From an optimization exercise on the open Yosys and OpenROAD flow, aimed at small area; shortcuts taken in it are not production practice.
Only simulation tests tie the RTL to the original design; equivalence was not proved.
Power is estimated from default activity; no workload was simulated.

$ cat flow/config.mk
export PLATFORM = sky130hd
export DESIGN_NAME = lcd_ctrl
export DESIGN_NICKNAME = lcd_ctrl
export VERILOG_FILES = /design/flow/design.v
export SDC_FILE = /design/flow/constraint.sdc
export NUM_CORES = 4
export LEC_CHECK = 0
export ABC_AREA = 1
export CAP_MARGIN = 0
export CORE_MARGIN = 2
export CORE_UTILIZATION = 75
export CTS_BUF_LIST = sky130_fd_sc_hd__clkbuf_8
export CTS_CLUSTER_DIAMETER = 60
export CTS_CLUSTER_SIZE = 18
export SLEW_MARGIN = 0
$ cat flow/constraint.sdc
create_clock -name core_clock -period 8.0 [get_ports {clk}]
set_input_delay 1.6000 -clock core_clock [delete_from_list [all_inputs] [get_ports {clk}]]
set_output_delay 1.6000 -clock core_clock [all_outputs]
set_load 0.01 [all_outputs]
$ cat flow/design.v
module lcd_ctrl(clk, reset, datain, cmd, cmd_valid, dataout, output_valid, busy);
input           clk;
input           reset;
input   [7:0]   datain;
input   [2:0]   cmd;
input           cmd_valid;
output  [7:0]   dataout;
output  reg     output_valid;
output  reg     busy;
reg   [7:0] ring [0:107];
reg         loading;       
reg         img;           
reg         zoom;          
reg   [3:0] fr, fc;        
reg   [2:0] orow;          
reg   [3:0] ocol;          
reg   [3:0] out_count;
wire accept = cmd_valid & ~busy;
integer i;
always @(posedge clk) begin
  ring[0] <= loading ? datain : ring[107];
  for (i = 1; i < 108; i = i + 1)
    ring[i] <= ring[i-1];
end
always @(posedge clk) begin
  if (accept && cmd == 3'd0) begin
    fr <= 4'd0;
    fc <= 4'd0;
  end else if (fc == 4'd11) begin
    fc <= 4'd0;
    fr <= (fr == 4'd8) ? 4'd0 : fr + 4'd1;
  end else
    fc <= fc + 4'd1;
end
always @(posedge clk) begin
  if (reset) begin
    busy <= 1'b0;
    output_valid <= 1'b0;
    loading <= 1'b0;
    img <= 1'b0;
  end else if (accept) begin
    busy <= 1'b1;
    out_count <= 4'd0;
    if (cmd == 3'd0) begin
      loading <= 1'b1;
      img <= 1'b1;
      zoom <= 1'b0;
    end else begin
      output_valid <= 1'b1;
      if (img) begin
        case (cmd)
          3'd1: if (!zoom) begin
                  zoom <= 1'b1;
                  orow <= 3'd3;
                  ocol <= 4'd4;
                end
          3'd2: zoom <= 1'b0;
          3'd3: if (zoom && ocol != 4'd8) ocol <= ocol + 4'd1;
          3'd4: if (zoom && ocol != 4'd0) ocol <= ocol - 4'd1;
          3'd5: if (zoom && orow != 3'd0) orow <= orow - 3'd1;
          3'd6: if (zoom && orow != 3'd5) orow <= orow + 3'd1;
          default: ;
        endcase
      end
    end
  end else if (loading) begin
    if (fr == 4'd8 && fc == 4'd11)
      loading <= 1'b0;
  end else if (output_valid) begin
    out_count <= out_count + 4'd1;
    if (out_count == 4'd15) begin
      output_valid <= 1'b0;
      busy <= 1'b0;
    end
  end else if (busy)
    output_valid <= 1'b1;
end
wire [1:0] vi = out_count[3:2];
wire [1:0] vj = out_count[1:0];
wire [3:0] pr = zoom ? {1'b0, orow} + {2'b0, vi} : {1'b0, vi, 1'b1};
wire [3:0] pc = zoom ? ocol + {2'b0, vj} : {vj, 2'b01} - {2'b0, vj};
wire [4:0] dc = {1'b0, pc} - {1'b0, fc};
wire       bw = dc[4];
wire [4:0] dr = {1'b0, pr} - {1'b0, fr} - {4'd0, bw};
wire [11:0] colsel;
wire [8:0]  rowsel;
genvar gr, gc, gb;
generate
  for (gc = 0; gc < 12; gc = gc + 1) begin : CS
    assign colsel[gc] = (dc == gc) | (dc == gc + 20);
  end
  for (gr = 0; gr < 9; gr = gr + 1) begin : RS
    assign rowsel[gr] = img & ((dr == gr) | (dr == gr + 23));
  end
endgenerate
wire [7:0] rowval [0:8];
generate
  for (gr = 0; gr < 9; gr = gr + 1) begin : RV
    for (gb = 0; gb < 8; gb = gb + 1) begin : B
      wire [3:0] part_n;
      for (gc = 0; gc < 4; gc = gc + 1) begin : P
        lcd_ctrl_sel3 u (
          .d0(ring[107 - (12*gr + 3*gc)][gb]),     .s0(colsel[3*gc]),
          .d1(ring[107 - (12*gr + 3*gc + 1)][gb]), .s1(colsel[3*gc + 1]),
          .d2(ring[107 - (12*gr + 3*gc + 2)][gb]), .s2(colsel[3*gc + 2]),
          .y_n(part_n[gc]));
      end
      assign rowval[gr][gb] = ~&part_n;
    end
  end
  for (gb = 0; gb < 8; gb = gb + 1) begin : O
    wire [2:0] part_n;
    for (gr = 0; gr < 3; gr = gr + 1) begin : P
      lcd_ctrl_sel3 u (
        .d0(rowval[3*gr][gb]),     .s0(rowsel[3*gr]),
        .d1(rowval[3*gr + 1][gb]), .s1(rowsel[3*gr + 1]),
        .d2(rowval[3*gr + 2][gb]), .s2(rowsel[3*gr + 2]),
        .y_n(part_n[gr]));
    end
    assign dataout[gb] = ~&part_n;
  end
endgenerate
endmodule
module lcd_ctrl_sel3(d0, d1, d2, s0, s1, s2, y_n);
input  d0, d1, d2, s0, s1, s2;
output y_n;
assign y_n = ~((d0 & s0) | (d1 & s1) | (d2 & s2));
endmodule
$ cat flow/flow/run.sh
#!/bin/bash
# Standard layout (standard.sh), with synthesis mapped by flow/synth_abc.tcl and
# the small select module lcd_ctrl_sel3 kept as its own module during synthesis
# (the netlist is flattened before layout, as in the standard synthesis).
set -euo pipefail
work=$(pwd)
export FLOW_ABC_SCRIPT=$work/flow/area.abc
bash standard.sh SYNTH_SCRIPT=$work/flow/synth_abc.tcl SYNTH_KEEP_MODULES=lcd_ctrl_sel3 finish > $work/flow_make.log 2>&1
$ cat flow/flow/area.abc
strash
&get -n
&st
&dch -f
&nf -R 1000
&st
&syn2
&dch -f
&nf -R 1000
&put
$ cat flow/flow/synth_abc.tcl
# synth_recipe.tcl (the standard synthesis), except that the final mapping to
# library cells runs flow/area.abc, an area-recovering &nf script, instead of
# ORFS's abc_area.script. Registers are mapped before ABC runs, so they are
# the standard synthesis's registers with the same names and cells.
proc synth {args} { yosys synth -nofsm -noshare {*}$args }
proc abc {args} {
  set keep {}
  set skip 0
  foreach a $args {
    if {$skip} { set skip 0; continue }
    if {$a in {-script -D}} { set skip 1; continue }
    lappend keep $a
  }
  yosys abc -script $::env(FLOW_ABC_SCRIPT) {*}$keep
}
source $::env(SCRIPTS_DIR)/synth.tcl
# left out here: clear keep_hierarchy, flatten, clean up, hide names made inside functions, write 1_2_yosys.v
$ cat flow/standard.sh
#!/bin/bash
# synth_recipe.tcl (not shown) runs the flow's synth.tcl, then flattens the netlist and writes it again
# the make line also repeats each setting of config.mk as NAME=value (left out here)
make -C /OpenROAD-flow-scripts/flow DESIGN_CONFIG=/design/flow/config.mk WORK_HOME=/design/flow/orfs CLKGATE_MAP_FILE= SYNTH_SCRIPT=/design/flow/synth_recipe.tcl "${@:-finish}"
==> results of run 1 <==
==> power by group through the flow <==
stage / sequential, mW / clock [mW] / combinational (mW)
after global routing: 4.53 / 2.04 / 1.88
after CTS: 4.52 / 1.88 / 1.78
after floorplan: 4.61 / 0 / 0.846
after detailed placement: 4.62 / 0 / 1.77
after global placement: 4.62 / 0 / 1.78
final: 4.52 / 1.87 / 1.82
==> how the worst max path moves through the flow <==
| stage | startpoint | to | slack, ns | cells after the start |
|---|---|---|---|---|
| 6_report | out_count[0] | dataout[2] | 0.39 | 22 |
| 5_1_grt | out_count[0] | dataout[2] | 0.04 | 24 |
| 4_1_cts | out_count[0] | dataout[2] | 0.19 | 22 |
| 3_5_place_dp | out_count[0] | dataout[2] | 0.90 | 23 |
| 3_3_place_gp | out_count[0] | dataout[2] | 0.99 | 23 |
| 2_1_floorplan | out_count[0] | dataout[0] | 0.96 | 15 |
==> kinds of logic (layout without fill, tap and decap cells) <==
kind of cell,Yosys count,count (layout),synth area share [%]
AO/OA/AOI/OAI,352,352,14.6
flip-flops,888,888,77.8
buffers and inverters,17,135,0.277
XOR/XNOR,21,21,0.800
AND/OR/NAND/NOR,190,190,4.39
adder cells (fa/ha/maj),26,26,1.64
multiplexers,10,10,0.484
==> Yosys cell counts <==
cell and n:
dfxtp_1 876, a222oi_1 312, nand4_1 74, nor2_1 47
ha_1 19, a21oi_1 18, clkinv_1 17, nand2_1 17
xnor2_1 13, edfxtp_1 12, nand3_1 12, nand2b_1 11
mux2_1 9, nor3_1 9, o21ai_0 9, xor2_1 8
fa_1 7, nor2b_1 6, a21o_1 4, and2_0 3
or2_0 3, a31oi_1 2, nor3b_1 2, o22ai_1 2
or3_1 2, a2111oi_0 1, a211oi_1 1, and3_1 1
mux2i_1 1, nand3b_1 1, nand4b_1 1, nor4_1 1
o21a_1 1, o221ai_1 1, o32ai_1 1
==> state kept, by name (all words and copies together), names as in the netlist <==
name and cells:
output_valid 1, zoom 1, busy 1, ocol 4
ring 864, img 1, orow 3, out_count 4
loading 1, fr 4, fc 4
==> Yosys stat by module, one instance, submodules excluded <==
module,cells,flip-flops and latches,copies in the design
lcd_ctrl_sel3,1,0,312
lcd_ctrl,1192,888,1
==> layer usage <==
metal	global-route usage [%]	part of all wire (%)
met3	5.51	8.6
met4	10.9	2.5
met2	51.8	47
met5	0	0
met1	44.1	42
==> cell type report <==
class,instances,area [um2]
fillers,1713,5450
multi-input cells,599,5150
inverters,17,63.8
clock buffers,56,771
flip-flops and latches,888,17900
well taps,396,495
repair buffers,58,568
clock inverters,4,35.0
==> metrics by stage <==
step	instances	hold WS (ns)	util [%]	power, mW	cell area (um2)
after floorplan	1504	0.330	-	5.46	23000
after global placement	1958	0.333	79.4	6.40	24200
after detailed placement	1958	0.335	79.4	6.40	24200
after CTS	2018	0.333	82.1	8.18	25000
after global routing	2018	0.344	82.1	8.46	25000
final	2018	0.338	82.1	8.22	25000
==> cells in the final DEF, fill, tap and decap left out, drive strengths merged, types with 6 or more instances in the layout <==
cell	Yosys	routed
nor2	47	47
fa	7	7
xor2	8	8
o21ai	9	9
nand4	74	74
clkinv	17	21
nand3	12	12
ha	19	19
edfxtp	12	12
nand2	17	17
nor2b	6	6
xnor2	13	13
dfxtp	876	876
clkdlybuf4s50	0	23
buf	0	35
a21oi	18	18
a222oi	312	312
nand2b	11	11
mux2	9	9
nor3	9	9
clkbuf	0	56
==> critical path, stage by stage, from the launching register on <==
cell and delay [ns]:
edfxtp_1 0.51, ha_1 0.26, fa_1 0.48, mux2_1 0.16
clkinv_1 0.09, fa_1 0.44, clkinv_1 0.07, a21o_1 0.13
a21oi_2 0.08, fa_1 0.44, fa_1 0.45, nand2_1 0.09
a21oi_1 0.10, xor2_1 0.19, nor2_1 0.09, nand2_1 0.11
nor2_1 0.05, a31oi_1 0.22, nor2_1 0.07, buf_4 0.21
a222oi_1 0.39, nand3_1 0.22, clkdlybuf4s50_1 0.53
==> repair_timing <==
action / 4_1_cts / 5_1_grt
setup endpoints to repair: 0 / 8
resized for setup: 0 / 4
setup buffers: 0 / 0
==> results_dict.tcl, run 1 <==
set metrics [dict create \
    ys_types 35 \
    fin_crit_sh_pct 95.2 \
    min_from "ring[29][4]" \
    finalSetupTns_ns 0 \
    start_util_pct 75.6 \
    r2r_end "zoom" \
    synth_seq_cells 888 \
    drv_slew 0 \
    synth_top_area_cell "dfxtp_1" \
    crit_type "flop to primary output" \
    p_per_area_nw_per_um2 329 \
    ir_drop_uv 283 \
    diodes 0 \
    r2r_slack_ns 5.96 \
    num_rows 64 \
    drc 0 \
    yosys-top-cells-area "dfxtp_1 76%, a222oi_1 14%, nand4_1 2.0%, edfxtp_1 1.6%, ha_1 1.0%" \
    p_leak_nw 9.17 \
    clock-sinks 888 \
    setup_violations 0 \
    power_frac_seq_pct 55.1 \
    dr.pass1.iters 15 \
    nets 1659 \
    r2r-start "busy" \
    io_pins 24 \
    drv_cap 0 \
    r2r_cells 4 \
    period_needed_ns 7.61 \
    arrival_ns 6.01 \
    clock_power_share_pct 22.8 \
    p_sw_share_pct 33.1 \
    timing.final.ws_setup_ns 0.386 \
    portBuffers 23 \
    slew_headroom_pct 37.8 \
    coreArea_um2 30400 \
    htree_levels 2 \
    layout-drive-gt1-share_pct 6.78 \
    root_buffer "clkbuf_8" \
    place_hpwl_um 29200 \
    hold_viol 0 \
    cts_tree "done" \
    antenna_found_initial 0 \
    grt_pass1_wl_um 78700 \
    dieWidth_um 179 \
    clock_latency_ns 0.64 \
    die-area_um2 32100 \
    ys_warn_count 3 \
    avgSynthCellArea_um2 15.3 \
    cellInternalPower_mw 5.49 \
    yosys.area.top_type_share_pct 76.3 \
    seq_area_frac_synth_pct 77.8 \
    dr.first_iter.drc_count 2057 \
    cts.hold.buffers_added 0 \
    start_kind "flop" \
    fmax_mhz 131 \
    gp_congestion 0.805 \
    track_usage_pct 32.0 \
    vias 14000 \
    p_comb_share_pct 22.2 \
    place_ws_ns 0.901 \
    endpoint_kind "primary output" \
    clock_skew_ns 0.0304 \
    grt_overflow_total 0 \
    antenna_left 0 \
    timing.critical_path.fanout_max 8 \
    power.switching_mw 2.72 \
    syn_inst 1504 \
    hold_path_class "flop to flop" \
    synth_area_um2 23000 \
    clk_path_buf_depth 3 \
    hold_path_end "ring[30][4]" \
    die_y_um 179 \
    cp.required_ns 6.40 \
    first_global_vias 14300 \
    syn_to_final_growth_pct 8.61 \
    cts_inserted_buffers 55 \
    tightest_slew_ns 0.933 \
    grt_max_degree 73 \
    wirelength_um 51400 \
    grt_setup_unrepaired "false" \
    path_clk_slew_ns 0.11 \
    avgViaCountPerCell 6.94 \
    outcome "no timing/DRC/antenna violations" \
    syn_nets 1544 \
    drt-wirelength-per-cell_um 25.5 \
    whs_path_depth 0 \
]
==> run 2, diff against run 1 <==
==> flow/flow/run.sh (replaced) <==
#!/bin/bash
# Standard layout (standard.sh), with synthesis mapped by flow/synth_abc.tcl and
# the small select module lcd_ctrl_sel3 kept as its own module during synthesis
# (the netlist is flattened before layout, as in the standard synthesis).
# Every port still gets a buffer; it is a buf_1.
set -euo pipefail
work=$(pwd)
export FLOW_ABC_SCRIPT=$work/flow/area.abc
bash standard.sh SYNTH_SCRIPT=$work/flow/synth_abc.tcl SYNTH_KEEP_MODULES=lcd_ctrl_sel3 \
  "BUFFER_PORTS_ARGS=-buffer_cell sky130_fd_sc_hd__buf_1" finish > $work/flow_make.log 2>&1
==> run 2 against run 1 <==
  * Still clean on timing, DRC and antenna
  * Area after synthesis unchanged
  * Critical endpoint unchanged
  * Wire length rose by 0.51%
  * First-iteration DRC count up 19%
  * Cell area shrank 0.40%
  * Synthesized cell count is the same
  * Combinational power rose by 2%
  * Largest cell class unchanged
==> results_dict.tcl, run 2 <==
set metrics [dict create \
    synth_most_common_cell "dfxtp_1" \
    grt_overflow_total 0 \
    avgSynthCellArea_um2 15.3 \
    power_frac_seq_pct 54.1 \
    regMostFlops "ring" \
    vias 14000 \
    final_common_cell "dfxtp_1" \
    ys_warn_count 3 \
    cts_resized 0 \
    cp.required_ns 6.40 \
    clock_latency_ns 0.65 \
    layout-drive-gt1-share_pct 6.42 \
    hold_path_class "flop to flop" \
    num_rows 64 \
    yosys-top-cells-area "dfxtp_1 76%, a222oi_1 14%, nand4_1 2.0%, edfxtp_1 1.6%, ha_1 1.0%" \
    synth_edf_count 12 \
    dieWidth_um 179 \
    outcome "no timing/DRC/antenna violations" \
    portBuffers 23 \
    slew_headroom_pct 22.2 \
    antenna_found_initial 0 \
    dr.first_iter.drc_count 2451 \
    clock-sinks 888 \
    final_cell_mix "876 x dfxtp_1, 312 x a222oi_1, 74 x nand4_1, 57 x clkbuf_8, 38 x nor2_1" \
    cts_inserted_buffers 55 \
    start_util_pct 75.6 \
    arrival_ns 6.08 \
    cpMaxStageDelayCell "nor2_1" \
    clk_path_buf_depth 3 \
    start_kind "flop" \
    antenna_left 0 \
    clock_power_share_pct 23.8 \
    largest_reg_flops 864 \
    p_comb_share_pct 22.2 \
    avgViaCountPerCell 6.95 \
    dr.pass1.iters 12 \
    io_pins 24 \
    synthFlopType "dfxtp_1" \
    drv_cap 0 \
    syn_inst 1504 \
    setup_violations 0 \
    synth_top_area_cell "dfxtp_1" \
    yosys.area.top_type_share_pct 76.3 \
    first_global_vias 14300 \
    nets 1655 \
    cts.hold.buffers_added 0 \
    gp_congestion 0.820 \
    syn_to_final_growth_pct 8.18 \
    path_cells "ha_1 -> fa_1 -> mux2_1 -> clkinv_1 -> fa_1 -> clkinv_1 -> a21o_1 -> a21oi_1 -> fa_1 -> fa_1 -> nand2_1 -> a21oi_1 -> xnor2_1 -> nor4_1 -> o21ai_0 -> nor2_1 -> a222oi_1 -> nand3_1 -> buf_1" \
    drc 0 \
    grt_max_degree 73 \
    diodes 0 \
    root_buffer "clkbuf_8" \
    drv_slew 0 \
    period_needed_ns 7.68 \
    ir_drop_uv 308 \
    wirelength_um 51600 \
    p_leak_nw 9.13 \
    fmax_mhz 130 \
    finalSetupTns_ns 0 \
    clock_skew_ns 0.0265 \
    p_per_area_nw_per_um2 336 \
    track_usage_pct 32.4 \
    ys_types 35 \
    place_hpwl_um 29400 \
    fin_crit_sh_pct 96.0 \
    n_fill_cell 1713 \
    cts_tree "done" \
    endpoint_kind "primary output" \
    crit_type "flop to primary output" \
    synthArstFlopShare_pct 0 \
    cellInternalPower_mw 5.60 \
    coreArea_um2 30400 \
    seq_area_frac_synth_pct 77.8 \
    drt-wirelength-per-cell_um 25.6 \
    cpPeakStageDelay_ns 0.92 \
    syn_nets 1544 \
    die-area_um2 32100 \
    power_mw 8.37 \
    post-cts-setup-buffer-count 0 \
    grt_pass1_wl_um 79400 \
    synth_seq_cells 888 \
    hold_viol 0 \
    power.switching_mw 2.77 \
    synth_area_um2 23000 \
    die_y_um 179 \
    tightest_slew_ns 1.16 \
    p_sw_share_pct 33.0 \
    grt_setup_unrepaired "false" \
    timing.critical_path.fanout_max 8 \
    htree_levels 2 \
    synthTopCellsByCount "876 x dfxtp_1, 312 x a222oi_1, 74 x nand4_1, 47 x nor2_1, 19 x ha_1" \
    crit_top_cell "fa_1" \
    path_clk_slew_ns 0.10 \
]
[run 2: cell counts after synthesis]
Identical to the previous run, type by type.
[run 2: power by group through the flow]
stage	clock network, mW	logic (mW)	registers (mW)
final	1.99	1.86	4.52
after floorplan	0	0.846	4.61
after detailed placement	0	1.80	4.62
after global routing	2.15	1.92	4.53
after CTS	2.00	1.81	4.52
after global placement	0	1.80	4.62
[run 2: layer usage]
metal	vias to the layer above	GRT usage, %	share of wire [%]
met3	85	6.28	8.9
li1	6308	-	-
met4	0	9.64	2.0
met5	-	0	0
met2	650	53.0	48
met1	6975	44.1	41
[run 2: kinds of logic after synthesis]
logic type,count (synthesis),synth area share [%]
xor+xnor,21,0.800
fa+ha+maj,26,1.64
flops,888,77.8
buf+inv,17,0.277
compound gates,352,14.6
simple gates,190,4.39
mux,10,0.484
[run 2: metrics by stage]
stage | setup slack (ns) | utilization (%) | area, um2 | cells | hold WS, ns
floorplan | 0.963 | - | 23000 | 1504 | 0.330
global placement | 1.28 | 78.8 | 24000 | 1954 | 0.332
detailed placement | 1.09 | 78.8 | 24000 | 1954 | 0.336
CTS | 0.372 | 81.8 | 24900 | 2016 | 0.333
global route | 0.0654 | 81.8 | 24900 | 2016 | 0.352
finish | 0.319 | 81.8 | 24900 | 2016 | 0.334
[run 2: modules after synthesis, one instance, submodules excluded]
module / area (um2) / flip-flops and latches / times used / cells inside
lcd_ctrl: 19900 / 888 / 1 / 1192
lcd_ctrl_sel3: 10.0 / 0 / 312 / 1
[run 2: final timing paths]
check,slack (ns),cells after the start,to,startpoint
setup reg to reg,5.97,4,ocol[1],zoom
setup / recovery,0.32,19,dataout[2],out_count[0]
hold reg to reg,0.33,0,ring[86][4],ring[85][4]
hold / removal,0.33,0,ring[86][4],ring[85][4]
[run 2: worst max-delay path: cells and delay by family (launching register included)]
kind,cells,cell delay [ns]
fa+ha+maj,5,2.07
simple gates,4,1.49
compound gates,5,0.74
flops,1,0.49
buf+inv,3,0.34
xor+xnor,1,0.17
mux,1,0.15
[run 2: final cells by class]
class	instances	area, um2	share of cell area, %
repair buffers	54	394	1.58
flip-flops and latches	888	17900	71.9
well taps	396	495	1.99
multi-input cells	599	5140	20.7
clock buffers	57	785	3.15
clock inverters	5	105	0.422
inverters	17	63.8	0.257
==> run 3, diff against run 2 <==
--- a/flow/config.mk
+++ b/flow/config.mk
@@ -6,10 +6,10 @@
 export NUM_CORES = 4
 export LEC_CHECK = 0
 export ABC_AREA = 1
-export CAP_MARGIN = 0
+export CAP_MARGIN = 20
 export CORE_MARGIN = 2
-export CORE_UTILIZATION = 75
+export CORE_UTILIZATION = 65
 export CTS_BUF_LIST = sky130_fd_sc_hd__clkbuf_8
 export CTS_CLUSTER_DIAMETER = 60
 export CTS_CLUSTER_SIZE = 18
-export SLEW_MARGIN = 0
+export SLEW_MARGIN = 20
==> run 3 against run 2 <==
  * Still clean
  * Clock skew decreased by 0.0011 ns
  * Sequential share of layout area is essentially flat
  * Area after synthesis did not move
  * Via count decreased by 1.3%
  * Critical path type unchanged
==> results_dict.tcl, run 3 <==
set metrics [dict create \
    outcome "no timing/DRC/antenna violations" \
    path_clk_slew_ns 0.11 \
    fmax_mhz 129 \
    yosys-top-cells-area "dfxtp_1 76%, a222oi_1 14%, nand4_1 2.0%, edfxtp_1 1.6%, ha_1 1.0%" \
    clock-sinks 888 \
    hold_ws_ns 0.336 \
    start_util_pct 66.2 \
    die-area_um2 36900 \
    antenna_left 0 \
    grt_overflow_total 0 \
    synthArstFlopShare_pct 0 \
    cts.hold.buffers_added 0 \
    design_area_um2 24900 \
    wirelength_um 51100 \
    synth_top_area_cell "dfxtp_1" \
    final_cell_mix "876 x dfxtp_1, 312 x a222oi_1, 74 x nand4_1, 57 x clkbuf_8, 38 x nor2_1" \
    period_needed_ns 7.74 \
    drc 0 \
    io_pins 24 \
    first_global_vias 14100 \
    largest_reg_flops 864 \
    timing.final.ws_setup_ns 0.263 \
    placed_area_um2 24100 \
    drv_cap 0 \
    nets 1652 \
    clock_latency_ns 0.69 \
    grt_pass1_wl_um 79600 \
    track_usage_pct 28.0 \
    start_kind "flop" \
    hold_path_class "flop to flop" \
    p_per_area_nw_per_um2 334 \
    synth_seq_cells 888 \
    post-cts-setup-buffer-count 0 \
    coreArea_um2 34700 \
    avgSynthCellArea_um2 15.3 \
    gp_congestion 0.776 \
    vias 13800 \
    n_fill_cell 2376 \
    slew_headroom_pct 22.2 \
    stdcell_count 2072 \
    avgViaCountPerCell 6.67 \
    diodes 0 \
    syn_inst 1504 \
    dr.first_iter.drc_count 1831 \
    htree_levels 2 \
    antenna_found_initial 0 \
    final_common_cell "dfxtp_1" \
    synthTopCellsByCount "876 x dfxtp_1, 312 x a222oi_1, 74 x nand4_1, 47 x nor2_1, 19 x ha_1" \
    root_buffer "clkbuf_8" \
    grt_setup_unrepaired "false" \
    drv_slew 0 \
    cts_tree "done" \
    power_mw 8.32 \
    syn_to_final_growth_pct 8.24 \
    p_leak_nw 9.09 \
    endpoint_kind "primary output" \
    layout-drive-gt1-share_pct 6.25 \
    num_rows 68 \
    dp_cells 2009 \
    ys_warn_count 3 \
    arrival_ns 6.14 \
    synth_most_common_cell "dfxtp_1" \
    ir_drop_uv 318 \
    timing.critical_path.fanout_max 8 \
    dr.pass1.iters 8 \
    postLayoutCoreUtil_pct 71.7 \
    crit_type "flop to primary output" \
    synthFlopType "dfxtp_1" \
    grt_max_degree 65 \
    synth_area_um2 23000 \
    die_y_um 192 \
    cts_inserted_buffers 56 \
    multi_input_area_um2 5140 \
    fin_crit_sh_pct 96.7 \
    place_hpwl_um 28400 \
    drt-wirelength-per-cell_um 24.6 \
    ff_latch_area_um2 17900 \
    clock_skew_ns 0.0254 \
    regMostFlops "ring" \
    clk_path_buf_depth 3 \
    syn_nets 1544 \
    dieWidth_um 192 \
    hold_viol 0 \
    setup_violations 0 \
    cp.required_ns 6.40 \
    yosys.area.top_type_share_pct 76.3 \
    synth_edf_count 12 \
    tightest_slew_ns 1.16 \
    finalSetupTns_ns 0 \
    ys_types 35 \
    portBuffers 23 \
    place_ws_ns 0.974 \
    cts_resized 0 \
    seq_area_frac_synth_pct 77.8 \
]
## run 3: cell counts after synthesis
Identical to the previous run, type by type.
## run 3: cells by family (layout without fill, tap and decap cells)
| kind of cell | count (synthesis) | after routing | share of synthesized area (%) |
|---|---|---|---|
| and+or+nand+nor | 190 | 190 | 4.39 |
| buffers and inverters | 17 | 130 | 0.277 |
| adders and majority gates | 26 | 26 | 1.64 |
| AOI/OAI and AO/OA | 352 | 352 | 14.6 |
| xor gates and xnor gates | 21 | 21 | 0.800 |
| muxes | 10 | 10 | 0.484 |
| DFF | 888 | 888 | 77.8 |
## run 3: layout make-up
class	instances	area share (%)
tap	455	2.29
multi-input combinational	599	20.6
inverter	17	0.256
clock inverter	6	0.206
clock buffer	57	3.15
timing repair buffer	50	1.56
sequential	888	71.9
## run 3: where the power goes
group / switching (mW) / internal [mW] / total [mW]
clock network: 1.26 / 0.653 / 1.91
logic: 1.50 / 0.387 / 1.89
registers: 0.0411 / 4.48 / 4.52
total: 2.80 / 5.52 / 8.32
## run 3: path summary, 6_finish.rpt
kind | start | end | slack (ns) | cells after the start
worst max register to register | busy | zoom | 5.92 | 4
worst max-delay path | out_count[0] | dataout[3] | 0.26 | 19
worst min register to register | ring[56][1] | ring[57][1] | 0.34 | 0
worst min-delay path | ring[56][1] | ring[57][1] | 0.34 | 0
## run 3: per-module statistics from Yosys, one instance, submodules excluded
module / flops+latches / copies in the design / cells
lcd_ctrl_sel3: 0 / 312 / 1
lcd_ctrl: 888 / 1 / 1192
## run 3: per-layer routing
layer	global-route usage, %	vias to the layer above	wire (um)
li1	-	6299	-
met1	39.5	6931	22600
met2	45.6	513	23800
met3	3.65	87	3600
met4	8.28	0	1100
met5	0	-	0
## run 3: critical path, cell delays in order (launching register included)
cell	delay, ns
edfxtp_1	0.49
ha_1	0.25
fa_1	0.48
mux2_1	0.16
clkinv_1	0.09
fa_1	0.43
clkinv_1	0.06
a21o_1	0.11
a21oi_1	0.11
fa_1	0.46
fa_1	0.45
nand2_1	0.10
a21oi_1	0.11
xnor2_1	0.17
nor4_1	0.23
o21ai_0	0.14
nor2_1	0.92
a222oi_1	0.27
nand3_1	0.25
buf_1	0.19
==> run 4, diff against run 3 <==
--- a/flow/design.v
+++ b/flow/design.v
@@ -26,11 +26,11 @@
   if (accept && cmd == 3'd0) begin
     fr <= 4'd0;
     fc <= 4'd0;
-  end else if (fc == 4'd11) begin
-    fc <= 4'd0;
-    fr <= (fr == 4'd8) ? 4'd0 : fr + 4'd1;
+  end else if (fc == 4'd0) begin
+    fc <= 4'd11;
+    fr <= (fr == 4'd0) ? 4'd8 : fr - 4'd1;
   end else
-    fc <= fc + 4'd1;
+    fc <= fc - 4'd1;
 end
 always @(posedge clk) begin
   if (reset) begin
@@ -40,7 +40,6 @@
     img <= 1'b0;
   end else if (accept) begin
     busy <= 1'b1;
-    out_count <= 4'd0;
     if (cmd == 3'd0) begin
       loading <= 1'b1;
       img <= 1'b1;
@@ -64,10 +63,9 @@
       end
     end
   end else if (loading) begin
-    if (fr == 4'd8 && fc == 4'd11)
+    if (fr == 4'd0 && fc == 4'd1)
       loading <= 1'b0;
   end else if (output_valid) begin
-    out_count <= out_count + 4'd1;
     if (out_count == 4'd15) begin
       output_valid <= 1'b0;
       busy <= 1'b0;
@@ -75,22 +73,24 @@
   end else if (busy)
     output_valid <= 1'b1;
 end
+always @(posedge clk)
+  out_count <= output_valid ? out_count + 4'd1 : 4'd0;
 wire [1:0] vi = out_count[3:2];
 wire [1:0] vj = out_count[1:0];
 wire [3:0] pr = zoom ? {1'b0, orow} + {2'b0, vi} : {1'b0, vi, 1'b1};
 wire [3:0] pc = zoom ? ocol + {2'b0, vj} : {vj, 2'b01} - {2'b0, vj};
-wire [4:0] dc = {1'b0, pc} - {1'b0, fc};
-wire       bw = dc[4];
-wire [4:0] dr = {1'b0, pr} - {1'b0, fr} - {4'd0, bw};
+wire [4:0] dc = {1'b0, pc} + {1'b0, fc};
+wire       cy = dc > 5'd11;
+wire [4:0] dr = {1'b0, pr} + {1'b0, fr} + {4'd0, cy};
 wire [11:0] colsel;
 wire [8:0]  rowsel;
 genvar gr, gc, gb;
 generate
   for (gc = 0; gc < 12; gc = gc + 1) begin : CS
-    assign colsel[gc] = (dc == gc) | (dc == gc + 20);
+    assign colsel[gc] = (dc == gc) | (dc == gc + 12);
   end
   for (gr = 0; gr < 9; gr = gr + 1) begin : RS
-    assign rowsel[gr] = img & ((dr == gr) | (dr == gr + 23));
+    assign rowsel[gr] = img & ((dr == gr) | (dr == gr + 9));
   end
 endgenerate
 wire [7:0] rowval [0:8];
==> run 4 against run 3 <==
  * Largest cell class unchanged
  * First-iteration DRC count rose by 11%
  * Still clean on timing, DRC and antenna
  * Total power fell by 0.19%
  * Cell area rose by 0.17%
  * Count of clock-buffer cells in the layout fell by 1
  * Non-clock buffer count rose by 16
  * Worst setup slack improved by 0.18 ns
  * Cell count rose by 0.14%
  * Critical endpoint is now dataout[7]
==> results_dict.tcl, run 4 <==
set metrics [dict create \
    die_y_um 192 \
    multi_input_area_um2 5200 \
    clock_latency_ns 0.69 \
    cp.required_ns 6.40 \
    syn_nets 1534 \
    grt_overflow_total 0 \
    arrival_ns 5.96 \
    hold_path_class "flop to flop" \
    ff_latch_area_um2 17900 \
    p_sw_share_pct 33.6 \
    cts_tree "done" \
    vias 13900 \
    cellInternalPower_mw 5.51 \
    outcome "no timing/DRC/antenna violations" \
    yosys.area.top_type_share_pct 76.9 \
    grt_max_degree 64 \
    hold_path_end "ring[60][5]" \
    nets 1657 \
    htree_levels 2 \
    dr.first_iter.drc_count 2031 \
    ys_warn_count 3 \
    antenna_found_initial 0 \
    start_util_pct 66.1 \
    layout-drive-gt1-share_pct 7.90 \
    r2r-start "zoom" \
    final_cell_mix "880 x dfxtp_1, 312 x a222oi_1, 73 x nand4_1, 56 x clkbuf_8, 38 x buf_4" \
    synthArstFlopShare_pct 0 \
    p_per_area_nw_per_um2 333 \
    antenna_left 0 \
    tightest_slew_ns 1.02 \
    yosys-top-cells-area "dfxtp_1 77%, a222oi_1 14%, nand4_1 2.0%, edfxtp_1 1.0%, ha_1 0.93%" \
    power.switching_mw 2.79 \
    coreArea_um2 34600 \
    place_hpwl_um 30400 \
    start_kind "flop" \
    clk_path_buf_depth 3 \
    fmax_mhz 132 \
    ys_types 33 \
    power_mw 8.30 \
    whs_path_depth 0 \
    portBuffers 23 \
    clock_skew_ns 0.0203 \
    crit_type "flop to primary output" \
    p_leak_nw 9.13 \
    syn_to_final_growth_pct 8.91 \
    worstSetupStartpoint "ocol[0]" \
    r2r_slack_ns 5.95 \
    cts_inserted_buffers 55 \
    grt_setup_unrepaired "false" \
    fin_crit_sh_pct 94.5 \
    finalSetupTns_ns 0 \
    grt_pass1_wl_um 80500 \
    syn_inst 1496 \
    synth_area_um2 22900 \
    seq_area_frac_synth_pct 78.0 \
    cts.hold.buffers_added 0 \
    drv_cap 0 \
    avgSynthCellArea_um2 15.3 \
    synth_most_common_cell "dfxtp_1" \
    synthFlopType "dfxtp_1" \
    largest_reg_flops 864 \
    avgViaCountPerCell 6.68 \
    gp_congestion 0.787 \
    p_comb_share_pct 22.8 \
    clock-sinks 888 \
    drt-wirelength-per-cell_um 25.2 \
    drv_slew 0 \
    hold_viol 0 \
    power_frac_seq_pct 54.5 \
    setup_violations 0 \
    synth_seq_cells 888 \
    slew_headroom_pct 31.8 \
    timing.critical_path.fanout_max 8 \
    endpoint_kind "primary output" \
    diodes 0 \
    synth_edf_count 8 \
    dr.pass1.iters 11 \
    ir_drop_uv 314 \
    synthTopCellsByCount "880 x dfxtp_1, 312 x a222oi_1, 73 x nand4_1, 44 x nor2_1, 21 x a21oi_1" \
    die-area_um2 36700 \
    wirelength_um 52300 \
    dieWidth_um 192 \
    regMostFlops "ring" \
    r2r_end "ocol[2]" \
    num_rows 68 \
    io_pins 24 \
    drc 0 \
    synth_top_area_cell "dfxtp_1" \
    r2r_cells 3 \
    track_usage_pct 28.7 \
    clock_power_share_pct 22.7 \
    first_global_vias 13900 \
    min_from "ring[59][5]" \
    n_fill_cell 2394 \
    root_buffer "clkbuf_8" \
    period_needed_ns 7.56 \
    final_common_cell "dfxtp_1" \
    path_clk_slew_ns 0.11 \
]
run 4: changes by cell type in the layout (fill, tap and decap cells not counted), sizes merged, moves of 4 or more:
cell | previous run | this run
nor2b | 6 | 10
edfxtp | 12 | 8
inv | 5 | 1
buf | 50 | 66
dfxtp | 876 | 880
clkinv | 17 | 12
run 4: metal layers:
metal  up-vias  part of all wire [%]  GRT usage, %
met5         -                     0             0
met4         0                   2.2          8.67
met3        89                   7.7          4.84
met2       539                    45          45.2
met1      6950                    45          40.8
li1       6292                     -             -
run 4: final cells by class:
class                      count  share of cell area [%]
clock buffer                  56                    3.09
multi-input combinational    596                    20.9
inverter                      12                   0.181
tap                          455                    2.28
clock inverter                 2                  0.0753
timing repair buffer          66                    1.89
sequential                   888                    71.6
run 4: timing repair:
| item | 4_1_cts | 5_1_grt |
|---|---|---|
| pin swaps | 0 | 2 |
| resized for setup | 5 | 12 |
| setup endpoints to repair | 8 | 8 |
| buffers inserted | 0 | 3 |
run 4: worst max-delay path: stages (launching register included):
cell and delay, ns:
edfxtp_1 0.46, ha_1 0.26, fa_1 0.44, mux2_1 0.33, ha_1 0.28, a21o_1 0.18, a21oi_1 0.22, xor2_2 0.25
clkinv_1 0.10, a21oi_1 0.21, fa_1 0.21, clkinv_1 0.09, a21o_1 0.16, a21oi_1 0.23, xor2_2 0.31, xor2_2 0.30
nand2b_1 0.28, nor2_4 0.13, a222oi_1 0.44, nand3_1 0.19, buf_1 0.18
run 4: worst max-delay path by stage:
stage	to	slack, ns	cells past startpoint
after floorplan	dataout[0]	0.91	14
after global placement	dataout[7]	0.76	19
after detailed placement	dataout[7]	0.64	19
after CTS	dataout[7]	0.04	20
after global routing	dataout[7]	0.08	20
final	dataout[7]	0.44	20
run 4: power by group through the flow:
stage               registers [mW]  logic, mW  clock network (mW)
floorplan                     4.61      0.808                   0
global placement              4.62       1.78                   0
detailed placement            4.63       1.79                   0
CTS                           4.53       1.81                1.91
global route                  4.54       1.96                2.07
finish                        4.53       1.89                1.89
run 4: per-stage QoR:
stage / util (%) / setup slack [ns] / cell area, um2 / hold slack (ns) / instances
2_1_floorplan: - / 0.906 / 22900 / 0.330 / 1496
3_3_place_gp: 69.4 / 0.758 / 24000 / 0.332 / 2014
3_5_place_dp: 69.4 / 0.642 / 24000 / 0.335 / 2014
4_1_cts: 71.7 / 0.0422 / 24800 / 0.345 / 2072
5_1_grt: 72.0 / 0.0788 / 24900 / 0.350 / 2075
6_report: 72.0 / 0.439 / 24900 / 0.342 / 2075
run 4: cell families (layout without fill, tap and decap cells):
family,Yosys count,in the layout,synth area share (%)
buffers and inverters,12,136,0.197
muxes,10,10,0.492
adders and majority gates,24,24,1.54
AOI/OAI and AO/OA,355,355,14.7
DFF,888,888,78.0
xor gates and xnor gates,17,17,0.650
and+or+nand+nor,190,190,4.40
run 4: per-module statistics from Yosys, one instance, submodules excluded:
module         times used  flip-flops and latches
lcd_ctrl_sel3         312                       0
lcd_ctrl                1                     888
==> run 5, diff against run 4 <==
--- a/flow/config.mk
+++ b/flow/config.mk
@@ -8,7 +8,7 @@
 export ABC_AREA = 1
 export CAP_MARGIN = 20
 export CORE_MARGIN = 2
-export CORE_UTILIZATION = 65
+export CORE_UTILIZATION = 85
 export CTS_BUF_LIST = sky130_fd_sc_hd__clkbuf_8
 export CTS_CLUSTER_DIAMETER = 60
 export CTS_CLUSTER_SIZE = 18
==> run 5 against run 4 <==
  * Sequential share of layout area up 0.80 points
  * Core utilization rose by 20 points
  * Wire length grew 20%
  * Cell count down 6.2%
  * Critical endpoint is now dataout[0]
==> results_dict.tcl, run 5 <==
set metrics [dict create \
    endpoint_kind "primary output" \
    r2r-start "zoom" \
    grt_pass1_wl_um 93700 \
    hold_viol 0 \
    r2r_slack_ns 5.93 \
    cp.required_ns 6.40 \
    ir_drop_uv 696 \
    arrival_ns 6.22 \
    ff_latch_area_um2 17900 \
    path_clk_slew_ns 0.12 \
    start_util_pct 85.7 \
    root_buffer "clkbuf_8" \
    r2r_end "ocol[3]" \
    stdcell_count 1947 \
    antenna_found_initial 0 \
    clk_path_buf_depth 3 \
    track_usage_pct 43.4 \
    start_kind "flop" \
    die_y_um 168 \
    p_comb_share_pct 22.3 \
    timing.critical_path.fanout_max 8 \
    antenna_left 0 \
    place_hpwl_um 32300 \
    io_pins 24 \
    gp_congestion 0.797 \
    seq_area_frac_synth_pct 78.0 \
    dp_cells 1885 \
    cp_top_family "compound AO/OA/AOI/OAI gates" \
    die-area_um2 28300 \
    crit_top_cell "a21oi_1" \
    power_mw 8.34 \
    p_sw_share_pct 34.3 \
    htree_levels 2 \
    drv_slew 0 \
    worstSetupStartpoint "ocol[0]" \
    cts_tree "done" \
    slew_headroom_pct 25.4 \
    drt-wirelength-per-cell_um 32.1 \
    regMostFlops "ring" \
    clock_latency_ns 0.63 \
    coreArea_um2 26700 \
    dr.pass1.iters 14 \
    clock_skew_ns 0.0234 \
    cpMaxStageDelayCell "edfxtp_1" \
    synthFlopType "dfxtp_1" \
    synth_most_common_cell "dfxtp_1" \
    portBuffers 23 \
    dr.first_iter.drc_count 3428 \
    syn_inst 1496 \
    drv_cap 0 \
    grt_overflow_total 0 \
    dieWidth_um 168 \
    avgSynthCellArea_um2 15.3 \
    power.switching_mw 2.86 \
    setup_violations 0 \
    placed_area_um2 23700 \
    design_area_um2 24700 \
    synthTopCellsByCount "880 x dfxtp_1, 312 x a222oi_1, 73 x nand4_1, 44 x nor2_1, 21 x a21oi_1" \
    crit_path_end "dataout[0]" \
    cpPeakStageDelay_ns 0.47 \
    ys_warn_count 3 \
    period_needed_ns 7.82 \
    clock-sinks 888 \
    wirelength_um 62500 \
    multi_input_area_um2 5170 \
    p_per_area_nw_per_um2 338 \
    synth_top_area_cell "dfxtp_1" \
    largest_reg_flops 864 \
    p_leak_nw 9.05 \
    vias 15200 \
    clock_power_share_pct 23.4 \
    num_rows 60 \
    worst-path-stages 22 \
    ys_types 33 \
    synth_seq_cells 888 \
    path_cells "ha_1 -> fa_1 -> mux2_1 -> ha_1 -> a21o_1 -> a21oi_1 -> xor2_2 -> clkinv_1 -> a21oi_1 -> fa_1 -> clkinv_1 -> a21o_1 -> a21oi_1 -> xor2_2 -> buf_4 -> nor2_1 -> a21oi_1 -> a211oi_1 -> buf_4 -> a222oi_1 -> nand3_1 -> buf_1" \
    grt_max_degree 73 \
    hold_path_class "flop to flop" \
    drc 0 \
    power_frac_seq_pct 54.3 \
    final_common_cell "dfxtp_1" \
    syn_nets 1534 \
    synthArstFlopShare_pct 0 \
    r2r_cells 3 \
    tightest_slew_ns 1.12 \
    nets 1641 \
    cts_inserted_buffers 55 \
    final_cell_mix "880 x dfxtp_1, 312 x a222oi_1, 73 x nand4_1, 57 x clkbuf_8, 30 x nor2_1" \
    yosys-top-cells-area "dfxtp_1 77%, a222oi_1 14%, nand4_1 2.0%, edfxtp_1 1.0%, ha_1 0.93%" \
    fmax_mhz 128 \
    first_global_vias 16100 \
    yosys.area.top_type_share_pct 76.9 \
    n_fill_cell 875 \
    synth_area_um2 22900 \
    synth_edf_count 8 \
    path_buf_inv 5 \
    crit_type "flop to primary output" \
    avgViaCountPerCell 7.81 \
    cellInternalPower_mw 5.48 \
    fin_crit_sh_pct 97.8 \
    layout-drive-gt1-share_pct 6.85 \
    syn_to_final_growth_pct 7.70 \
    outcome "no timing/DRC/antenna violations" \
    diodes 0 \
]
run 5: cell counts after synthesis:
Identical to the previous run, type by type.
run 5: area by class of cell:
cell class / count / share of cell area, %
repair buffers: 50 / 1.38
multi-input cells: 596 / 21.0
well taps: 341 / 1.73
clock buffers: 57 / 3.18
flip-flops and latches: 888 / 72.4
clock inverters: 3 / 0.127
inverters: 12 / 0.183
run 5: repair_timing:
action | in CTS | in global routing
setup buffers | 0 | 2
gates resized for setup | 7 | 9
hold buffers | 0 | 0
setup endpoints to repair | 8 | 8
pin swaps | 0 | 1
run 5: through the flow:
stage | setup TNS [ns] | util, % | hold WS [ns] | setup slack, ns
after global routing | -0.160 | 92.3 | 0.342 | -0.0683
final | 0 | 92.3 | 0.335 | 0.178
after floorplan | 0 | - | 0.330 | 0.906
after detailed placement | 0 | 88.9 | 0.336 | 0.501
after CTS | 0 | 92.0 | 0.341 | 0.0396
after global placement | 0 | 88.9 | 0.331 | 0.811
run 5: logic make-up (layout without fill, tap and decap cells):
group	Yosys count	count (layout)	synth area share [%]
buffers and inverters	12	122	0.197
XOR/XNOR	17	17	0.650
flip-flops	888	888	78.0
AO/OA/AOI/OAI	355	355	14.7
adder cells (fa/ha/maj)	24	24	1.54
multiplexers	10	10	0.492
AND/OR/NAND/NOR	190	190	4.40
run 5: power by group through the flow:
| stage | Clock [mW] | Sequential [mW] | Combinational, mW |
|---|---|---|---|
| final | 1.95 | 4.53 | 1.86 |
| after global routing | 2.08 | 4.54 | 1.85 |
| after floorplan | 0 | 4.61 | 0.808 |
| after CTS | 1.92 | 4.53 | 1.68 |
| after global placement | 0 | 4.62 | 1.60 |
| after detailed placement | 0 | 4.63 | 1.64 |
run 5: how the worst min path moves through the flow:
stage                     slack, ns  cells after the start            to         start
after global placement         0.33                      0  ring[102][6]  ring[101][6]
after detailed placement       0.34                      0   ring[99][3]   ring[98][3]
after global routing           0.34                      0   ring[26][2]   ring[25][2]
after CTS                      0.34                      0   ring[52][0]   ring[51][0]
final                          0.33                      0    ring[9][2]    ring[8][2]
after floorplan                0.33                      0  ring[102][0]  ring[101][0]
run 5: layer usage:
layer	part of all wire (%)	up-vias	global-route usage (%)
li1	-	6270	-
met1	33	7320	53.6
met2	49	1323	73.1
met3	12	298	7.78
met4	5.5	0	23.8
met5	0	-	0
run 5: modules after synthesis (local to each module, per instance):
module | flops+latches | area (um2) | copies in the design | cells
lcd_ctrl_sel3 | 0 | 10.0 | 312 | 1
lcd_ctrl | 888 | 19800 | 1 | 1184
==> run 6, diff against run 5 <==
--- a/flow/config.mk
+++ b/flow/config.mk
@@ -8,8 +8,8 @@
 export ABC_AREA = 1
 export CAP_MARGIN = 20
 export CORE_MARGIN = 2
-export CORE_UTILIZATION = 85
+export CORE_UTILIZATION = 65
 export CTS_BUF_LIST = sky130_fd_sc_hd__clkbuf_8
 export CTS_CLUSTER_DIAMETER = 60
-export CTS_CLUSTER_SIZE = 18
+export CTS_CLUSTER_SIZE = 21
 export SLEW_MARGIN = 20
==> run 6 against run 5 <==
  * Synthesized cell count unchanged
  * Sequential share of layout area decreased by 0.72 points
  * Critical path type unchanged
  * Largest cell class unchanged
  * Combinational power about the same
==> results_dict.tcl, run 6 <==
set metrics [dict create \
    dp_cells 2014 \
    stdcell_count 2073 \
    grt_setup_unrepaired "false" \
    final_common_cell "dfxtp_1" \
    seq_area_frac_synth_pct 78.0 \
    start_kind "flop" \
    wirelength_um 52200 \
    num_rows 68 \
    avgViaCountPerCell 6.73 \
    hold_path_class "flop to flop" \
    fmax_mhz 132 \
    slew_headroom_pct 33.0 \
    synth_seq_cells 888 \
    synthTopCellsByCount "880 x dfxtp_1, 312 x a222oi_1, 73 x nand4_1, 44 x nor2_1, 21 x a21oi_1" \
    synth_most_common_cell "dfxtp_1" \
    antenna_left 0 \
    hold_viol 0 \
    grt_pass1_wl_um 80600 \
    largest_reg_flops 864 \
    drc 0 \
    synthFlopType "dfxtp_1" \
    power_mw 8.25 \
    setup_violations 0 \
    clock_latency_ns 0.68 \
    cp.required_ns 6.40 \
    nets 1651 \
    io_pins 24 \
    arrival_ns 5.96 \
    clk_path_buf_depth 3 \
    outcome "no timing/DRC/antenna violations" \
    cts_inserted_buffers 49 \
    postLayoutCoreUtil_pct 71.9 \
    synthArstFlopShare_pct 0 \
    dieWidth_um 192 \
    dr.pass1.iters 12 \
    crit_type "flop to primary output" \
    die-area_um2 36700 \
    period_needed_ns 7.56 \
    ys_warn_count 3 \
    path_clk_slew_ns 0.12 \
    place_hpwl_um 30400 \
    endpoint_kind "primary output" \
    regMostFlops "ring" \
    track_usage_pct 28.6 \
    timing.final.ws_setup_ns 0.436 \
    place_ws_ns 0.642 \
    drv_slew 0 \
    htree_levels 2 \
    grt_overflow_total 0 \
    tightest_slew_ns 1.00 \
    syn_nets 1534 \
    n_fill_cell 2392 \
    gp_congestion 0.787 \
    diodes 0 \
    grt_max_degree 64 \
    p_leak_nw 9.12 \
    hold_ws_ns 0.332 \
    ir_drop_uv 331 \
    p_per_area_nw_per_um2 331 \
    clock-sinks 888 \
    vias 13900 \
    first_global_vias 13900 \
    yosys-top-cells-area "dfxtp_1 77%, a222oi_1 14%, nand4_1 2.0%, edfxtp_1 1.0%, ha_1 0.93%" \
    avgSynthCellArea_um2 15.3 \
    start_util_pct 66.1 \
    synth_edf_count 8 \
    drv_cap 0 \
    final_cell_mix "880 x dfxtp_1, 312 x a222oi_1, 73 x nand4_1, 51 x clkbuf_8, 38 x buf_4" \
    finalSetupTns_ns 0 \
    syn_inst 1496 \
    dr.first_iter.drc_count 1956 \
    drt-wirelength-per-cell_um 25.2 \
    layout-drive-gt1-share_pct 7.79 \
    antenna_found_initial 0 \
    fin_crit_sh_pct 94.5 \
    synth_top_area_cell "dfxtp_1" \
    coreArea_um2 34600 \
    design_area_um2 24900 \
    cts_tree "done" \
    timing.critical_path.fanout_max 8 \
    die_y_um 192 \
    ys_types 33 \
    root_buffer "clkbuf_8" \
    synth_area_um2 22900 \
    cts.hold.buffers_added 0 \
    syn_to_final_growth_pct 8.78 \
    yosys.area.top_type_share_pct 76.9 \
    portBuffers 23 \
    clock_skew_ns 0.0368 \
    placed_area_um2 24000 \
]
[run 6: cell count changes in the layout (fill, tap and decap cells not counted), moves of 2 or more]
cell      before  now
nor2_1        30   32
buf_4         23   38
nor3_1         7    5
clkbuf_8      57   51
[run 6: power by group]
part	internal (mW)	switching, mW	leakage [nW]
logic	0.397	1.49	1.55
registers	4.48	0.0468	7.17
clock network	0.592	1.25	0.395
total	5.47	2.78	9.12
[run 6: timing repair]
item                       in CTS  in global routing
buffers inserted                0                  3
resized for setup               5                 12
setup endpoints to repair       8                  8
pin swaps                       0                  2
[run 6: path summary, 6_finish.rpt]
path                     from  cells after the start     endpoint  slack, ns
setup / recovery      ocol[0]                     20   dataout[7]       0.44
hold / removal    ring[65][3]                      0  ring[66][3]       0.33
setup reg to reg         zoom                      3      ocol[0]       5.97
hold reg to reg   ring[65][3]                      0  ring[66][3]       0.33
[run 6: critical path: stages (launching register included)]
cell and delay [ns]:
edfxtp_1 0.47, ha_1 0.27, fa_1 0.44, mux2_1 0.33, ha_1 0.28, a21o_1 0.18, a21oi_1 0.22, xor2_2 0.25
clkinv_1 0.10, a21oi_1 0.21, fa_1 0.21, clkinv_1 0.09, a21o_1 0.16, a21oi_1 0.23, xor2_2 0.30, xor2_2 0.30
nand2b_1 0.28, nor2_4 0.14, a222oi_1 0.45, nand3_1 0.19, buf_1 0.18
[run 6: routing by layer]
layer	GRT usage (%)	up-vias	part of all wire, %
met5	0	-	0
met4	8.25	0	2.0
met3	4.06	77	8.0
met2	45.8	549	46
met1	40.9	7030	44
li1	-	6289	-
[run 6: kinds of logic after synthesis]
| kind of cell | Yosys count | share of synthesized area, % |
|---|---|---|
| mux | 10 | 0.492 |
| xor+xnor | 17 | 0.650 |
| flops | 888 | 78.0 |
| buf+inv | 12 | 0.197 |
| fa+ha+maj | 24 | 1.54 |
| compound gates | 355 | 14.7 |
| simple gates | 190 | 4.40 |
[run 6: area by class of cell]
type | instances | area [um2] | share of cell area, %
flip-flops and latches | 888 | 17900 | 71.7
multi-input cells | 596 | 5200 | 20.9
clock buffers | 51 | 702 | 2.82
well taps | 455 | 569 | 2.29
repair buffers | 66 | 472 | 1.89
clock inverters | 5 | 57.6 | 0.231
inverters | 12 | 45.0 | 0.181
[run 6: Yosys stat by module (local to each module, per instance)]
module         copies in the design  area, um2  flip-flops and latches  cells inside
lcd_ctrl_sel3                   312       10.0                       0             1
lcd_ctrl                          1      19800                     888          1184
==> run 7, diff against run 6 <==
--- a/flow/config.mk
+++ b/flow/config.mk
@@ -9,7 +9,7 @@
 export CAP_MARGIN = 20
 export CORE_MARGIN = 2
 export CORE_UTILIZATION = 65
-export CTS_BUF_LIST = sky130_fd_sc_hd__clkbuf_8
-export CTS_CLUSTER_DIAMETER = 60
-export CTS_CLUSTER_SIZE = 21
+export CTS_BUF_LIST = sky130_fd_sc_hd__clkbuf_4
+export CTS_CLUSTER_DIAMETER = 40
+export CTS_CLUSTER_SIZE = 10
 export SLEW_MARGIN = 20
==> run 7 against run 6 <==
  * Count of clock-buffer cells in the layout is 55 higher
  * Critical endpoint unchanged
  * Flip-flop and latch count unchanged
  * Fmax fell by 1.3%
  * Still clean on timing, DRC and antenna
==> results_dict.tcl, run 7 <==
set metrics [dict create \
    synthAdderAreaFrac_pct 1.54 \
    clock-sinks 888 \
    timing.final.ws_setup_ns 0.337 \
    synthXorXnorAreaFrac_pct 0.650 \
    wirelength_um 53000 \
    antenna_left 0 \
    whs_path_depth 0 \
    r2r_cells 3 \
    cts_tree "done" \
    setup_violations 0 \
    gp_congestion 0.787 \
    ys_types 33 \
    path_cells "ha_1 -> fa_1 -> mux2_1 -> ha_1 -> a21o_1 -> a21oi_1 -> xor2_2 -> clkinv_1 -> a21oi_1 -> fa_1 -> clkinv_1 -> a21o_1 -> a21oi_1 -> xor2_2 -> xor2_2 -> nand2b_2 -> nor2_4 -> a222oi_1 -> nand3_1 -> buf_1" \
    avgSynthCellArea_um2 15.3 \
    slew_headroom_pct 32.0 \
    syn_to_final_growth_pct 9.81 \
    num_rows 68 \
    die_y_um 192 \
    placed_area_um2 24000 \
    synth_top_area_cell "dfxtp_1" \
    final_cell_mix "880 x dfxtp_1, 312 x a222oi_1, 106 x clkbuf_4, 73 x nand4_1, 40 x buf_4" \
    drv_slew 0 \
    synthFlopType "dfxtp_1" \
    nets 1705 \
    regMostFlops "ring" \
    die-area_um2 36700 \
    ys_warn_count 3 \
    path_buf_inv 3 \
    ff_latch_area_um2 17900 \
    hold_viol 0 \
    htree_levels 3 \
    seq_area_frac_synth_pct 78.0 \
    synthSimpleGateAreaFrac_pct 4.40 \
    antenna_found_initial 2 \
    place_hpwl_um 30400 \
    final_common_cell "dfxtp_1" \
    n_fill_cell 2405 \
    synth_top_family_by_area "compound AO/OA/AOI/OAI gates" \
    p_per_area_nw_per_um2 338 \
    clock_latency_ns 0.82 \
    drt-wirelength-per-cell_um 24.8 \
    dr.first_iter.drc_count 2089 \
    fin_crit_sh_pct 95.8 \
    timing.critical_path.fanout_max 8 \
    layout-drive-gt1-share_pct 11.3 \
    root_buffer "clkbuf_4" \
    stdcell_count 2140 \
    cts_inserted_buffers 101 \
    start_util_pct 66.1 \
    worst-path-stages 20 \
    synthArstFlopShare_pct 0 \
    arrival_ns 6.06 \
    cp.required_ns 6.40 \
    drv_cap 0 \
    syn_nets 1534 \
    grt_max_degree 64 \
    cp_top_family "compound AO/OA/AOI/OAI gates" \
    finalSetupTns_ns 0 \
    drc 0 \
    clock_skew_ns 0.0401 \
    first_global_vias 14400 \
    power_mw 8.51 \
    yosys-top-cells-area "dfxtp_1 77%, a222oi_1 14%, nand4_1 2.0%, edfxtp_1 1.0%, ha_1 0.93%" \
    portBuffers 23 \
    synth-compound-area-share_pct 14.7 \
    vias 14200 \
    hold_path_class "flop to flop" \
    dr.pass1.iters 10 \
    cts.hold.buffers_added 0 \
    fmax_mhz 130 \
    cpMaxStageDelayCell "edfxtp_1" \
    synth_edf_count 8 \
    dp_cells 2014 \
    period_needed_ns 7.66 \
    io_pins 24 \
    synthMuxAreaShare_pct 0.492 \
    coreArea_um2 34600 \
    yosys.area.top_type_share_pct 76.9 \
    start_kind "flop" \
    multi_input_area_um2 5220 \
    endpoint_kind "primary output" \
    track_usage_pct 29.3 \
    synthTopCellsByCount "880 x dfxtp_1, 312 x a222oi_1, 73 x nand4_1, 44 x nor2_1, 21 x a21oi_1" \
    synth_most_common_cell "dfxtp_1" \
    avgViaCountPerCell 6.64 \
    postLayoutCoreUtil_pct 72.6 \
    synth_area_um2 22900 \
    place_ws_ns 0.642 \
    design_area_um2 25100 \
    crit_type "flop to primary output" \
    path_clk_slew_ns 0.10 \
    tightest_slew_ns 1.02 \
    cpPeakStageDelay_ns 0.46 \
    syn_inst 1496 \
    synth_seq_cells 888 \
    grt_pass1_wl_um 82200 \
    dieWidth_um 192 \
    clk_path_buf_depth 3 \
    grt_overflow_total 0 \
    largest_reg_flops 864 \
    p_leak_nw 9.31 \
    ir_drop_uv 318 \
    hold_ws_ns 0.324 \
    outcome "no timing/DRC/antenna violations" \
]
## run 7: cell counts after synthesis
No cell type changed its count.
## run 7: path summary, 6_finish.rpt
check / start / end / slack [ns]
setup / recovery: ocol[0] / dataout[7] / 0.34
hold / removal: ring[97][0] / ring[98][0] / 0.32
setup reg to reg: zoom / ocol[0] / 5.93
hold reg to reg: ring[97][0] / ring[98][0] / 0.32
## run 7: power by group
part / switching [mW] / internal (mW)
clock: 1.32 / 0.747
sequential: 0.0467 / 4.48
combinational: 1.50 / 0.415
## run 7: final cells by class
cell class | instances | area share (%)
multi-input combinational | 596 | 20.8
timing repair buffer | 68 | 1.94
tap | 455 | 2.26
clock inverter | 13 | 0.647
inverter | 12 | 0.179
sequential | 888 | 71.0
antenna | 2 | 0.0199
clock buffer | 106 | 3.17
## run 7: per-module statistics from Yosys (local to each module, per instance)
module,cells,copies in the design
lcd_ctrl,1184,1
lcd_ctrl_sel3,1,312
## run 7: kinds of logic after synthesis
family / count (synthesis)
AOI/OAI and AO/OA: 355
xor gates and xnor gates: 17
adders and majority gates: 24
buffers and inverters: 12
DFF: 888
muxes: 10
and+or+nand+nor: 190
## run 7: timing repair
action,4_1_cts,5_1_grt
cloned,0,0
pin swaps,1,3
gates resized for setup,10,10
setup buffers,2,3
endpoints found under the hold margin,0,0
endpoints found under the setup margin,8,8
## run 7: layer usage
layer | track usage [%] | up-vias | part of all wire [%]
li1 | - | 6455 | -
met2 | 45.7 | 594 | 45
met1 | 41.4 | 7076 | 44
met4 | 10.4 | 0 | 2.1
met5 | 0 | - | 0
met3 | 5.06 | 86 | 8.1
## run 7: worst register-to-register path, stage by stage, from the launching register on
cell      delay [ns]
edfxtp_1        0.63
nand3b_1        0.18
nand3_1         0.13
nor4_1          0.75
==> run 8, diff against run 7 <==
==> flow/flow/run.sh (replaced) <==
#!/bin/bash
# Standard layout (standard.sh), except for synthesis:
# - flow/synth_abc.tcl maps the logic with flow/area.abc, an area-recovering
#   &nf script, instead of ORFS's abc_area.script;
# - the small select module lcd_ctrl_sel3 is kept as its own module during
#   synthesis (the netlist is flattened before layout, as in the standard
#   synthesis);
# - adders are left to ABC (no full-adder cell extraction).
# Every port still gets a buffer; it is a buf_1.
set -euo pipefail
work=$(pwd)
export FLOW_ABC_SCRIPT=$work/flow/area.abc
bash standard.sh SYNTH_SCRIPT=$work/flow/synth_abc.tcl SYNTH_KEEP_MODULES=lcd_ctrl_sel3 \
  ADDER_MAP_FILE= "BUFFER_PORTS_ARGS=-buffer_cell sky130_fd_sc_hd__buf_1" finish > $work/flow_make.log 2>&1
--- a/flow/config.mk
+++ b/flow/config.mk
@@ -8,8 +8,8 @@
 export ABC_AREA = 1
 export CAP_MARGIN = 20
 export CORE_MARGIN = 2
-export CORE_UTILIZATION = 65
-export CTS_BUF_LIST = sky130_fd_sc_hd__clkbuf_4
-export CTS_CLUSTER_DIAMETER = 40
-export CTS_CLUSTER_SIZE = 10
+export CORE_UTILIZATION = 75
+export CTS_BUF_LIST = sky130_fd_sc_hd__clkbuf_8
+export CTS_CLUSTER_DIAMETER = 60
+export CTS_CLUSTER_SIZE = 18
 export SLEW_MARGIN = 20
==> run 8 against run 7 <==
  * Cell area decreased by 2.1%
  * Clock power decreased by 9%
  * Total power decreased by 5.9%
  * Non-clock buffer count decreased by 11
  * Cell count decreased by 5.8%
  * Hold slack improved by 0.0033 ns
  * Synthesized cell count increased by 0.67%
  * Count of clock-buffer cells in the layout decreased by 49
  * Highest routed layer unchanged
==> results_dict.tcl, run 8 <==
set metrics [dict create \
    drv_slew 0 \
    setup_violations 0 \
    synth_edf_count 8 \
    grt_max_degree 73 \
    synth_area_um2 22800 \
    htree_levels 2 \
    fin_crit_sh_pct 95.2 \
    finalSetupTns_ns 0 \
    grt_pass1_wl_um 79900 \
    avgSynthCellArea_um2 15.1 \
    place_hpwl_um 29800 \
    cpMaxStageDelayCell "a21oi_1" \
    synthFlopType "dfxtp_1" \
    ys_types 32 \
    seq_area_frac_synth_pct 78.5 \
    whs_path_depth 0 \
    dieWidth_um 178 \
    stdcell_count 2015 \
    path_clk_slew_ns 0.11 \
    antenna_found_initial 0 \
    r2r-start "zoom" \
    avgViaCountPerCell 7.01 \
    start_kind "flop" \
    portBuffers 23 \
    cts_tree "done" \
    multi_input_area_um2 4990 \
    clock_latency_ns 0.65 \
    gp_congestion 0.797 \
    crit_type "flop to primary output" \
    design_area_um2 24600 \
    antenna_left 0 \
    diodes 0 \
    post-cts-setup-buffer-count 0 \
    timing.final.ws_setup_ns 0.384 \
    drc 0 \
    yosys-top-cells-area "dfxtp_1 77%, a222oi_1 14%, nand4_1 2.0%, edfxtp_1 1.1%, nor2_1 0.91%" \
    place_ws_ns 1.08 \
    clock-sinks 888 \
    hold_path_class "flop to flop" \
    synth_seq_cells 888 \
    clock_skew_ns 0.0310 \
    path_buf_inv 2 \
    syn_nets 1520 \
    postLayoutCoreUtil_pct 82.6 \
    layout-drive-gt1-share_pct 6.83 \
    cp_top_family "compound AO/OA/AOI/OAI gates" \
    drv_cap 0 \
    ir_drop_uv 396 \
    regMostFlops "ring" \
    cts_inserted_buffers 55 \
    grt_setup_unrepaired "false" \
    p_per_area_nw_per_um2 325 \
    r2r_slack_ns 5.89 \
    tightest_slew_ns 1.06 \
    outcome "no timing/DRC/antenna violations" \
    final_common_cell "dfxtp_1" \
    clk_path_buf_depth 3 \
    timing.critical_path.fanout_max 7 \
    track_usage_pct 32.8 \
    start_util_pct 76.4 \
    worst-path-stages 22 \
    synth_top_area_cell "dfxtp_1" \
    hold_viol 0 \
    grt_overflow_total 0 \
    min_from "ring[14][5]" \
    die_y_um 178 \
    cp.required_ns 6.40 \
    largest_reg_flops 864 \
    vias 14100 \
    period_needed_ns 7.62 \
    nets 1634 \
    arrival_ns 6.02 \
    crit_top_cell "a21oi_1" \
    final_cell_mix "880 x dfxtp_1, 312 x a222oi_1, 73 x nand4_1, 57 x clkbuf_8, 40 x nor2_1" \
    r2r_end "ocol[2]" \
    wirelength_um 51900 \
    die-area_um2 31800 \
    p_leak_nw 8.98 \
    endpoint_kind "primary output" \
    synth_most_common_cell "dfxtp_1" \
    placed_area_um2 23800 \
    first_global_vias 14500 \
    syn_to_final_growth_pct 8.15 \
    dr.pass1.iters 13 \
    root_buffer "clkbuf_8" \
    io_pins 24 \
    num_rows 63 \
    n_fill_cell 1598 \
    syn_inst 1506 \
    synthArstFlopShare_pct 0 \
    hold_path_end "ring[15][5]" \
    r2r_cells 3 \
    synthTopCellsByCount "880 x dfxtp_1, 312 x a222oi_1, 73 x nand4_1, 55 x nor2_1, 29 x nand2_1" \
    fmax_mhz 131 \
    ff_latch_area_um2 17900 \
    slew_headroom_pct 29.2 \
    dp_cells 1953 \
    cpPeakStageDelay_ns 0.64 \
    path_cells "and2_0 -> o21ai_0 -> a21oi_1 -> xor2_1 -> xnor2_1 -> nor2_1 -> a21o_1 -> maj3_1 -> a211oi_1 -> nor2_1 -> o21a_1 -> a21oi_1 -> nand2_1 -> o21ai_0 -> xnor2_1 -> nand2b_1 -> or3_1 -> a21oi_1 -> buf_4 -> a222oi_1 -> nand3_1 -> buf_1" \
    dr.first_iter.drc_count 2399 \
    cts.hold.buffers_added 0 \
    ys_warn_count 3 \
    yosys.area.top_type_share_pct 77.4 \
    coreArea_um2 29800 \
    drt-wirelength-per-cell_um 25.8 \
]
[run 8: cell count changes in the layout (fill, tap and decap cells not counted), moves of 10 or more]
cell | before | now
clkbuf_8 | 0 | 57
clkbuf_4 | 106 | 0
clkinv_1 | 15 | 5
ha_1 | 17 | 0
buf_4 | 40 | 26
nand2_1 | 18 | 29
[run 8: modules after synthesis (local to each module, per instance)]
| module | area (um2) | flip-flops and latches | cells inside |
|---|---|---|---|
| lcd_ctrl | 19600 | 888 | 1194 |
| lcd_ctrl_sel3 | 10.0 | 0 | 1 |
[run 8: routing by layer]
| metal | wire, um | share of wire (%) | vias up | GRT usage, % |
|---|---|---|---|---|
| li1 | - | - | 6336 | - |
| met1 | 21100 | 41 | 6969 | 43.7 |
| met2 | 24400 | 47 | 706 | 52.8 |
| met3 | 4480 | 8.6 | 124 | 6.07 |
| met4 | 1930 | 3.7 | 0 | 14.6 |
| met5 | 0 | 0 | - | 0 |
[run 8: layout make-up]
| class | count | area share [%] |
|---|---|---|
| Clock buffer | 57 | 3.19 |
| Clock inverter | 5 | 0.158 |
| Inverter | 5 | 0.0763 |
| Multi-Input combinational cell | 613 | 20.3 |
| Sequential cell | 888 | 72.6 |
| Tap cell | 390 | 1.98 |
| Timing Repair Buffer | 57 | 1.76 |
[run 8: worst max-delay path by stage]
stage | startpoint | end | slack, ns
2_1_floorplan | ocol[0] | dataout[0] | 0.87
3_3_place_gp | ocol[0] | dataout[0] | 0.84
6_report | ocol[0] | dataout[4] | 0.38
5_1_grt | ocol[0] | dataout[4] | 0.04
4_1_cts | ocol[0] | dataout[2] | 0.33
3_5_place_dp | ocol[0] | dataout[2] | 1.08
[run 8: power by group]
group          switching (mW)  internal [mW]
logic                    1.26          0.322
clock network            1.24          0.647
registers              0.0573           4.48
[run 8: kinds of logic (layout without fill, tap and decap cells)]
group,Yosys count,in the layout,share of synthesized area [%]
AOI/OAI and AO/OA,369,369,15.2
DFF,888,888,78.5
buffers and inverters,5,124,0.0825
xor gates and xnor gates,25,25,0.962
adders and majority gates,3,3,0.132
muxes,9,9,0.445
and+or+nand+nor,207,207,4.68
[run 8: metrics by stage]
step / power (mW) / hold slack (ns)
after floorplan: 5.34 / 0.330
after global placement: 6.16 / 0.332
after detailed placement: 6.17 / 0.336
after CTS: 7.97 / 0.331
after global routing: 8.23 / 0.332
final: 8.01 / 0.327
[run 8: repair_timing]
action | CTS | global route
gates resized for setup | 0 | 3
setup endpoints to repair | 0 | 6
endpoints found under the hold margin | 0 | 0
[run 8: worst register-to-register path, cell delays in order, from the launching register on]
cell and delay [ns]:
edfxtp_1 0.59, clkinv_1 0.16, o311ai_0 0.20, nor4_1 0.79

Check on run 8: ideal ports give 0.384 ns setup slack; a clkbuf_16 on the clock port and buf_2 on the inputs give 0.334 ns; moving port delays by the midpoint clock arrival (0.678 ns) as well gives 1.013 ns.
